What follows belongs to an exercise in optimizing a design on an open flow for small area, a short achievable clock period and few clock cycles; a production flow would make more cautious choices.
RTL that was checked went through simulation tests only; none was proved equivalent to the original.
Power and IR drop assume default switching activity.

## lightHashDES
module lightHashDES(
        input clk,
        input M_valid,
        input rst_n,
        input [7 : 0] M,
        input [63 : 0] input_lenght,
        output reg hash_ready,
        output [31 : 0] digest
    );
Size: ~420 cells after synthesis.
Settings: LEC_CHECK=0, CAP_MARGIN=20, CORE_MARGIN=2, CORE_UTILIZATION=60, PLACE_DENSITY=0.75, SETUP_SLACK_MARGIN=2.6, SLEW_MARGIN=20; clock period 4.5 ns.
standard.sh (not shown) runs the stock make flow with config.mk's settings and CLKGATE_MAP_FILE= SYNTH_SCRIPT=/design/flow/synth_recipe.tcl, a recipe that flattens the netlist after the stock synthesis.
==> flow/flow/run.sh <==
#!/bin/bash
set -euo pipefail
bash standard.sh "ADDER_MAP_FILE=" "BUFFER_PORTS_ARGS=-buffer_cell sky130_fd_sc_hd__buf_1" \
  "SYNTH_KEEP_MODULES=Sbox5 ZNor2 ZNand4 ZInv ZMux2i FlagZ0 FlagZ0n FlagZ1n" \
  "CTS_ARGS=-sink_clustering_enable -repair_clock_nets -dont_use_dummy_load" finish > flow.log 2>&1
The starting point produced a clean layout.
Rerun with:
- CORE_UTILIZATION: 60 -> 40
- PLACE_DENSITY: 0.75 -> 0.6
Via count falls by 2.8%.
Clock-buffer cell count is unchanged.
Clock power barely changes.
Non-clock buffer count rises by 1.
Total power falls by 0.32%.
Global-route usage falls by 7.3 points.
Die area rises by 47%.
Sequential cell count is unchanged.
Cell area rises by 2.0%.
Critical path depth rises by 1.
Core utilization falls by 23 points.
Rerun with:
- SETUP_SLACK_MARGIN: 2.6 -> 2.67
Result: Design area rises by about 2.3%; sequential share of layout area falls by 0.68 points; maximum frequency rises by 3.2%; final cell count rises by 0.32%; wire length rises by 2.1%; clock skew falls by 0.0083 ns.
No run of this note included a check of the RTL's function; only the layout flow was run.

========
lightHashDES, a different RTL version from the one above (not shown whole).
Size in the first run: ~400 cells after synthesis, roughly 86 flip-flops, roughly 0.0040 mm² of cells after synthesis.
Settings: LEC_CHECK=0, CAP_MARGIN=20, CORE_MARGIN=2, CORE_UTILIZATION=40, PLACE_DENSITY=0.6, SETUP_SLACK_MARGIN=2.65, SLEW_MARGIN=20; clock period 4.5 ns.
==> flow/flow/run.sh <==
#!/bin/bash
set -euo pipefail
bash standard.sh "ADDER_MAP_FILE=" "BUFFER_PORTS_ARGS=-buffer_cell sky130_fd_sc_hd__buf_1" \
  "SYNTH_KEEP_MODULES=Sbox5 LenCheck" "CTS_ARGS=-sink_clustering_enable -repair_clock_nets -dont_use_dummy_load" finish > flow.log 2>&1
Testbench counts at the start, summed over its fixed seeds: cycles 29,177.
Edit:
==> flow/flow/run.sh (replaced) <==
#!/bin/bash
set -euo pipefail
bash standard.sh "ADDER_MAP_FILE=" "BUFFER_PORTS_ARGS=-buffer_cell sky130_fd_sc_hd__buf_1" \
  "CTS_ARGS=-sink_clustering_enable -repair_clock_nets -dont_use_dummy_load" finish > flow.log 2>&1
Result:
- non-clock buffer count stays the same
- via count falls by 2.0%
- clock-buffer cell count stays the same
- synthesized cell count rises by 1.3%
- combinational power rises by 54%
- final area falls by 0.47%
- worst setup slack improves by 0.27 ns
- sequential cell count stays the same

========
sierra:
The RTL this note starts from:
==> flow/design.v <==
module Sbox5 (
    input  [3 : 0]  e,
    output [3 : 0]  a,     
    output [3 : 0]  b,
    output [3 : 0]  p
);
localparam [15:0] A00 = 16'hd899, A01 = 16'hdb69, A10 = 16'h36b5, A11 = 16'h99e8;
localparam [15:0] B00 = 16'h3f66, B01 = 16'h24cf, B10 = 16'h3664, B11 = 16'hf9e8;
localparam [15:0] P00 = 16'he7ff, P01 = 16'hffa6, P10 = 16'h00d1, P11 = 16'h6000;
assign a = {A11[e], A10[e], A01[e], A00[e]};
assign b = {B11[e], B10[e], B01[e], B00[e]};
assign p = {P11[e], P10[e], P01[e], P00[e]};
endmodule
module Round (
    input o, A, nAB, oA, oB, oAB,
    output [31 : 0] h_out
);
wire no, nA, noA, noB, noAB;
ZInv i_no  (.i0(o),   .o(no));
ZInv i_nA  (.i0(A),   .o(nA));
ZInv i_noA (.i0(oA),  .o(noA));
ZInv i_noB (.i0(oB),  .o(noB));
ZInv i_noAB(.i0(oAB), .o(noAB));
assign h_out[ 3: 0] = {nAB,  nAB,  nAB,  nAB };
assign h_out[ 7: 4] = {oAB,  oAB,  noAB, noAB};
assign h_out[11: 8] = {noB,  noA,  oB,   oA  };
assign h_out[15:12] = {oB,   A,    noB,  A   };
assign h_out[19:16] = {no,   o,    o,    no  };
assign h_out[23:20] = {no,   1'b1, o,    1'b1};
assign h_out[27:24] = {A,    noB,  A,    oB  };
assign h_out[31:28] = {nA,   oB,   nA,   noB };
endmodule
module LenCheck (
    input  [63 : 0] len,
    output          nz,
    output          nle1,
    output          up_zero
);
wire [31:0] z1;    
wire [7:0]  n2;    
wire [3:0]  z3;    
wire z1x, n2x, z3x;    
genvar i;
generate
    for (i = 0; i < 32; i = i + 1) begin : l1
        ZNor2 g(.i0(len[2*i]), .i1(len[2*i+1]), .o(z1[i]));
    end
    for (i = 0; i < 8; i = i + 1) begin : l2
        ZNand4 g(.i0(z1[4*i]), .i1(z1[4*i+1]), .i2(z1[4*i+2]), .i3(z1[4*i+3]), .o(n2[i]));
    end
    for (i = 0; i < 4; i = i + 1) begin : l3
        ZNor2 g(.i0(n2[2*i]), .i1(n2[2*i+1]), .o(z3[i]));
    end
endgenerate
ZNand4 l4(.i0(z3[0]), .i1(z3[1]), .i2(z3[2]), .i3(z3[3]), .o(nz));
ZInv   x1(.i0(len[1]), .o(z1x));
ZNand4 x2(.i0(z1x), .i1(z1[1]), .i2(z1[2]), .i3(z1[3]), .o(n2x));
ZNor2  x3(.i0(n2x), .i1(n2[1]), .o(z3x));
ZNand4 x4(.i0(z3x), .i1(z3[1]), .i2(z3[2]), .i3(z3[3]), .o(nle1));
assign up_zero = !n2[1] && z3[1] && z3[2] && z3[3];
endmodule
module HashIteration (
    input  [7 : 0] M,
    output         a,
    output         b,
    output         p
);
wire [3:0] av, bv, pv;
Sbox5 sbox(
    .e ({M[5], M[3], M[0], M[6]}),
    .a (av),
    .b (bv),
    .p (pv)
);
wire x = M[7] ^ M[2];
wire y = M[4] ^ M[1];
wire [1:0] an, bn, pn;
ZMux2i a0(.s(y), .i0(av[0]), .i1(av[1]), .o(an[0]));
ZMux2i a1(.s(y), .i0(av[2]), .i1(av[3]), .o(an[1]));
ZMux2i a2(.s(x), .i0(an[0]), .i1(an[1]), .o(a));
ZMux2i b0(.s(y), .i0(bv[0]), .i1(bv[1]), .o(bn[0]));
ZMux2i b1(.s(y), .i0(bv[2]), .i1(bv[3]), .o(bn[1]));
ZMux2i b2(.s(x), .i0(bn[0]), .i1(bn[1]), .o(b));
ZMux2i p0(.s(y), .i0(pv[0]), .i1(pv[1]), .o(pn[0]));
ZMux2i p1(.s(y), .i0(pv[2]), .i1(pv[3]), .o(pn[1]));
ZMux2i p2(.s(x), .i0(pn[0]), .i1(pn[1]), .o(p));
endmodule
module ZNor2 (input i0, input i1, output o);
assign o = ~(i0 | i1);
endmodule
module ZNand4 (input i0, input i1, input i2, input i3, output o);
assign o = ~(i0 & i1 & i2 & i3);
endmodule
module ZInv (input i0, output o);
assign o = ~i0;
endmodule
module FlagZ0 (input nx, input nz, input q, output o);
assign o = nx & (nz | q);
endmodule
module ZMux2i (input s, input i0, input i1, output o);
assign o = ~(s ? i1 : i0);
endmodule
module FlagZ0n (input nx, input nz, input q, output o);
assign o = ~(nx & (nz | q));
endmodule
module FlagZ1n (input nx, input nz, input q, output o);
assign o = ~(nx | ~(nz | q));
endmodule
module lightHashDES(
        input clk,
        input M_valid,
        input rst_n,
        input [7 : 0] M,
        input [63 : 0] input_lenght,
        output reg hash_ready,
        output [31 : 0] digest
    );
reg busy;
reg pend;
reg [7:0] low;
reg [55:0] up;
reg [5:0]  phase;
reg        req;    
reg        bor;    
reg        up_zero;
reg        up_acc;
reg o, A, nAB, oA, oB, oAB;
wire a, b, p;
HashIteration main(
    .M(M),
    .a(a),
    .b(b),
    .p(p)
);
Round expand(
    .o(o), .A(A), .nAB(nAB), .oA(oA), .oB(oB), .oAB(oAB),
    .h_out(digest)
);
wire [7:0] low_zero;       
genvar i;
generate
    for (i = 0; i < 8; i = i + 1) begin : bit_
        if (i == 0) begin : first
            assign low_zero[i] = 1'b1;
        end else begin : rest
            assign low_zero[i] = ~|low[i-1 : 0];
        end
    end
endgenerate
wire phase0  = phase == 6'd0;
wire phase55 = phase == 6'd55;
wire bor_eff = phase0 ? req : bor;
wire up_in   = up[0] ^ bor_eff;    
wire start    = !busy && M_valid;
wire len_nz, len_gt1, len_up_zero;
LenCheck len_check(
    .len(input_lenght),
    .nz(len_nz),
    .nle1(len_gt1),
    .up_zero(len_up_zero)
);
wire at_two   = up_zero && ~|low[7:2] && low[1] && (low[0] == pend);
wire len_le1;
ZInv le1_inv(.i0(len_gt1), .o(len_le1));
wire busy_x, hr_y;
ZMux2i busy_m(.s(busy), .i0(len_le1), .i1(at_two),  .o(busy_x));
ZMux2i hr_m  (.s(busy), .i0(len_gt1), .i1(!at_two), .o(hr_y));
always @(posedge clk or negedge rst_n) begin
    if (!rst_n) begin
        hash_ready <= 1'b0;
        busy <= 1'b0;
    end else if (M_valid) begin
        hash_ready <= hr_y;
        busy <= busy_x;
    end
end
always @(posedge clk) begin
    pend <= busy && M_valid;
    low <= busy ? low ^ ({8{pend}} & low_zero) : input_lenght[7:0];
    up <= busy ? {up_in, up[55:1]} : input_lenght[63:8];
    phase <= (busy && !phase55) ? phase + 6'd1 : 6'd0;
    up_acc <= busy && !phase55 && (up_in || (up_acc && !phase0));
    up_zero <= busy ? (phase55 ? !(up_in || up_acc) : up_zero) : len_up_zero;
    req <= busy && ((pend && low == 8'd0) || (req && !phase0));
    bor <= busy && bor_eff && !up[0];
end
localparam [5:0] c = 6'b000100;
wire [5:0] k  = start ? c : {oAB, oB, oA, nAB, A, o};
wire [5:0] kt = k ^ {6{M_valid}};
wire       q  = busy || !M_valid;    
wire [5:0] f    = {p, b, a, p, a, 1'b1};
localparam [5:0] flip = 6'b111000;
wire [5:0] kn, ktn, d;
genvar j;
generate
    for (j = 0; j < 6; j = j + 1) begin : flag
        if (j < 1) begin : plain
            if (c[j]) begin : one
                FlagZ1 z(.nx(kt[j]), .nz(len_nz), .q(q), .o(d[j]));
            end else begin : zero
                FlagZ0 z(.nx(kt[j]), .nz(len_nz), .q(q), .o(d[j]));
            end
        end else begin : pick
            assign kn[j] = ~k[j];
            if (c[j]) begin : one
                FlagZ1n z1(.nx(kt[j]), .nz(len_nz), .q(q), .o(ktn[j]));
            end else begin : zero
                FlagZ0n z1(.nx(kt[j]), .nz(len_nz), .q(q), .o(ktn[j]));
            end
            if (flip[j]) begin : inv
                ZMux2i m(.s(f[j]), .i0(ktn[j]), .i1(kn[j]), .o(d[j]));
            end else begin : pos
                ZMux2i m(.s(f[j]), .i0(kn[j]), .i1(ktn[j]), .o(d[j]));
            end
        end
    end
endgenerate
always @(posedge clk) begin
    {oAB, oB, oA, nAB, A, o} <= d;
end
endmodule
==> flow/config.mk <==
export PLATFORM = sky130hd
export DESIGN_NAME = lightHashDES
export DESIGN_NICKNAME = lightHashDES
export VERILOG_FILES = /design/flow/design.v
export SDC_FILE = /design/flow/constraint.sdc
export NUM_CORES = 4
export LEC_CHECK = 0
export CAP_MARGIN = 20
export CORE_MARGIN = 2
export CORE_UTILIZATION = 60
export PLACE_DENSITY = 0.75
export SETUP_SLACK_MARGIN = 2.65
export SLEW_MARGIN = 20
==> flow/constraint.sdc <==
create_clock -name core_clock -period 4.5 [get_ports {clk}]
set_input_delay 0.9000 -clock core_clock [delete_from_list [all_inputs] [get_ports {clk}]]
set_output_delay 0.9000 -clock core_clock [all_outputs]
set_load 0.01 [all_outputs]
==> flow/flow/run.sh <==
#!/bin/bash
set -euo pipefail
bash standard.sh "ADDER_MAP_FILE=" "BUFFER_PORTS_ARGS=-buffer_cell sky130_fd_sc_hd__buf_1" \
  "SYNTH_KEEP_MODULES=Sbox5 ZNor2 ZNand4 ZInv ZMux2i FlagZ0 FlagZ0n FlagZ1n" \
  "CTS_ARGS=-sink_clustering_enable -repair_clock_nets -dont_use_dummy_load" finish > flow.log 2>&1
In summary, sierra completed successfully, with a layout that passed the timing, design-rule and antenna checks.
Testbench counts of sierra, summed over its fixed seeds: cycles 29,177.
The inputs of garnet differ from those of sierra as listed below.
# sierra
export LEC_CHECK = 0
export CAP_MARGIN = 20
export CORE_MARGIN = 2
export CORE_UTILIZATION = 60
export PLACE_DENSITY = 0.75
export SETUP_SLACK_MARGIN = 2.65
export SLEW_MARGIN = 20
create_clock -name core_clock -period 4.5 [get_ports {clk}]
# garnet
export LEC_CHECK = 0
export CAP_MARGIN = 20
export CORE_MARGIN = 2
export CORE_UTILIZATION = 40
export PLACE_DENSITY = 0.6
export SETUP_SLACK_MARGIN = 2.65
export SLEW_MARGIN = 20
create_clock -name core_clock -period 4.5 [get_ports {clk}]
==> run summary <==
Any difference in area taken by flip-flops and latches between sierra and garnet is small enough to ignore.
Slowest library cell on the worst path: sky130_fd_sc_hd__dfxtp_4 -> garnet, sky130_fd_sc_hd__mux2_4 -> sierra
garnet vs. sierra: cell area now sits higher, final cycle utilization of the critical path now sits higher.
In the flow results for sierra and garnet, the critical path data required time is larger on sierra.
The type of the worst setup path comes out flop to output port in one run and input pin to flop in the other, namely in garnet and sierra respectively.
Setup changes, garnet to onyx
==> flow/flow/run.sh <==
#!/bin/bash
set -euo pipefail
bash standard.sh "ADDER_MAP_FILE=" "BUFFER_PORTS_ARGS=-buffer_cell sky130_fd_sc_hd__buf_1" \
  "SYNTH_KEEP_MODULES=Sbox5 ZNor2 ZNand4 ZInv ZMux2i FlagZ0 FlagZ0n FlagZ1n" \
  "CTS_ARGS=-sink_clustering_enable -sink_clustering_size 30 -repair_clock_nets -dont_use_dummy_load" finish > flow.log 2>&1
### Flow results
- Changes observed in onyx relative to garnet: met2 track demand over resource essentially unchanged, share of the final layout cell area in sequential cells essentially unchanged.
- garnet -> onyx: total power after layout flat

static timing again, ports no longer ideal:
The results above use ideal ports. As a check the final layouts listed here were re-extracted and re-timed, cells and wires unchanged. Step 1 assumes that a clkbuf_16 drives the clock port and a buf_2 every other input. Step 2 also shifts input and output timing later by t, the mid clock arrival at the registers, as if the neighbouring blocks saw the same clock. Three values: ideal, step 1, step 2; two values: the first two.
run	t (ns)	setup WS [ns]	hold WS [ns]
the first run of note 1	0.356	2.641 / 2.631 / 2.274	0.354 / 0.355 / 0.427
the second run of note 1	0.363	2.649 / 2.629 / 2.266	0.318 / 0.322 / 0.421
the third run of note 1	0.370	2.706 / 2.675 / 2.305	0.322 / 0.323 / 0.417
the first run of note 2	0.374	2.118 / 2.127 / 1.752	0.320 / 0.318 / 0.476
the second run of note 2	0.377	2.389 / 2.380 / 2.003	0.318 / 0.319 / 0.472
sierra	0.369	2.693 / 2.660 / 2.290	0.342 / 0.333 / 0.445
garnet	0.371	2.680 / 2.650 / 2.306	0.342 / 0.361 / 0.442
onyx	0.371	2.680 / 2.650 / 2.306	0.342 / 0.361 / 0.442
After both steps every run listed still meets setup and hold. For sierra, which loses most, drivers alone change the setup slack by -0.033 ns; drivers and shift together by -0.403 ns.
